This design comes from an exercise in tuning for small area on the open sky130 flow, not from production work. Only simulation tests tie the RTL to the original design; equivalence was not proved. Power is estimated from default activity; no workload was simulated.

==> 06-22 <==
==> flow/design.v (excerpt) <==
module Systolic_MMU_Top (
    input  wire        CLK,
    input  wire        ASYNC_RST,
    input  wire        SYNC_RST,
    input  wire        EN,
    input  wire        LOAD,
    input  wire [47:0] Inputs,
    input  wire [7:0]  ShiftAmmount,
    input  wire [7:0]  Z,
    output wire [47:0] Out
);
make LEC_CHECK=0 CAP_MARGIN=20 CORE_MARGIN=2 CORE_UTILIZATION=55 CTS_BUF_LIST=sky130_fd_sc_hd__clkbuf_16 CTS_CLUSTER_DIAMETER=100 CTS_CLUSTER_SIZE=30 GPL_TIMING_DRIVEN=0 SLEW_MARGIN=20 SYNTH_HIERARCHICAL=1 finish   # period 12.0 ns
run.sh (not shown) runs the stock make flow with config.mk's settings and CLKGATE_MAP_FILE= SYNTH_SCRIPT=/design/flow/synth_recipe.tcl, a recipe that flattens the netlist after the stock synthesis.
==> 12-23: changes against 06-22 <==
Settings changed: GPL_TIMING_DRIVEN 0 to default.
==> qor summary <==
Endpoint, Worst Hold: 06-22 d_1_4[9]; 12-23 d_2_2[16]
Relative area change from synthesis to final layout: 06-22 9.76%; 12-23 7.41%
Fin util: 06-22 60.6%; 12-23 59.3%
Worst path arrival time: 06-22 9330 ps; 12-23 9260 ps
Placed wire-length estimate: 06-22 226,000 um; 12-23 219,000 um
Sum of routed wire segments on met1: 06-22 134,000 um; 12-23 134,000 um
Grt met2 use: 06-22 45.2%; 12-23 45.3%
Vias in the first global route: 06-22 84.2k; 12-23 84.5k
Biggest cell delay along the critical path: 06-22 570 ps; 12-23 490 ps
# resized after CTS: 06-22 12; 12-23 0
Flop2flop setup slack: 06-22 3960 ps; 12-23 3920 ps
Final instance count without filler cells: 06-22 12.8k; 12-23 12.7k
Portion of the clock cycle consumed by the worst path in the final layout: 06-22 97.7%; 12-23 97.2%
Launch point of the worst path: 06-22 ShiftAmmount[1]; 12-23 ShiftAmmount[4]
Post-Place Cell Area: 06-22 131,000 um^2; 12-23 128,000 um^2
Maximum clock rate: 06-22 85.3 MHz; 12-23 85.7 MHz
Run status: 06-22 finished clean; 12-23 finished clean
Post-layout instance area: 06-22 134,000 um^2; 12-23 131,000 um^2
Post-detailed-routing wire length: 06-22 300,000 um; 12-23 300,000 um
Worst hold slack: 06-22 478 ps; 12-23 482 ps
Worst slew margin relative to its limit: 06-22 23.9%; 12-23 26.7%


==> ember: inputs <==
Another version of the RTL of Systolic_MMU_Top (not shown whole).
clock: 12.0 ns
lec_check: 0
cap_margin: 20
core_margin: 2
core_utilization: 55
cts_buf_list: sky130_fd_sc_hd__clkbuf_16
cts_cluster_diameter: 100
cts_cluster_size: 30
place_density: 0.75
slew_margin: 20
synth_hierarchical: 1
==> pepper: changes against ember <==
--- a/flow/config.mk
+++ b/flow/config.mk
@@ -9,8 +9,7 @@
 export CORE_MARGIN = 2
 export CORE_UTILIZATION = 55
 export CTS_BUF_LIST = sky130_fd_sc_hd__clkbuf_16
-export CTS_CLUSTER_DIAMETER = 100
+export CTS_CLUSTER_DIAMETER = 60
 export CTS_CLUSTER_SIZE = 30
-export PLACE_DENSITY = 0.75
 export SLEW_MARGIN = 20
 export SYNTH_HIERARCHICAL = 1
==> xenon: changes against ember <==
--- a/flow/config.mk
+++ b/flow/config.mk
@@ -11,6 +11,5 @@
 export CTS_BUF_LIST = sky130_fd_sc_hd__clkbuf_16
 export CTS_CLUSTER_DIAMETER = 100
 export CTS_CLUSTER_SIZE = 30
-export PLACE_DENSITY = 0.75
 export SLEW_MARGIN = 20
 export SYNTH_HIERARCHICAL = 1
==> run summary <==
metric	pepper	xenon	ember
Initial antenna violation count	1	1	3
Via count	78,243	77,582	79,345
Filler Cells Inserted	17,771	18,000	17,727
Proportion of cell area occupied by registers	31.1%	31.7%	31.7%
Number of iterations in the first detailed-routing pass	6	7	5
Post-route core utilization	60.5%	59.3%	59.3%
Fraction of final layout cells with drive strength greater than 1	5.66%	4.31%	4.34%
Detailed-route wire length	292,000 µm	291,000 µm	288,000 µm
Clock transition at path regs	80 ps	110 ps	110 ps
Outcome	timing/DRC/antenna clean	timing/DRC/antenna clean	timing/DRC/antenna clean
Number of nets in the layout	12,481	12,411	12,408
Maximum single-stage delay on the critical path	490 ps	490 ps	480 ps
Final Cycle Share	97.0%	97.0%	98.0%
Clock Power Share	34.2%	25.4%	24.4%
Net Sw Frac	32.4%	33.0%	32.7%
Met2 wire length	143,000 µm	144,000 µm	145,000 µm

==> static timing again, ports no longer ideal <==
In the flow no input, the clock included, has a driving cell. The finished layouts below were timed again as built, in two steps. Step 1 assumes that a clkbuf_16 drives the clock port and a buf_2 every other input. Step 2 moves the port delays by t, midway between the first and last clock arrival at a register: inputs arrive t later, outputs are due t later. That takes back most of the time a late clock gives input paths. a / b / c = no drivers / after step 1 / after step 2; a / b = the first two.
run	t, ns	setup slack, ns	worst data-port slew with drivers (ns)
06-22	0.852	0.271 / 0.243 / 0.243	0.08
12-23	0.855	0.336 / 0.310 / 0.310	0.08
ember	0.843	0.244 / 0.215 / 0.215	0.16
pepper	0.909	0.361 / 0.331 / 0.331	0.08
xenon	0.852	0.364 / 0.334 / 0.334	0.08
After both steps every run listed still meets setup and hold.
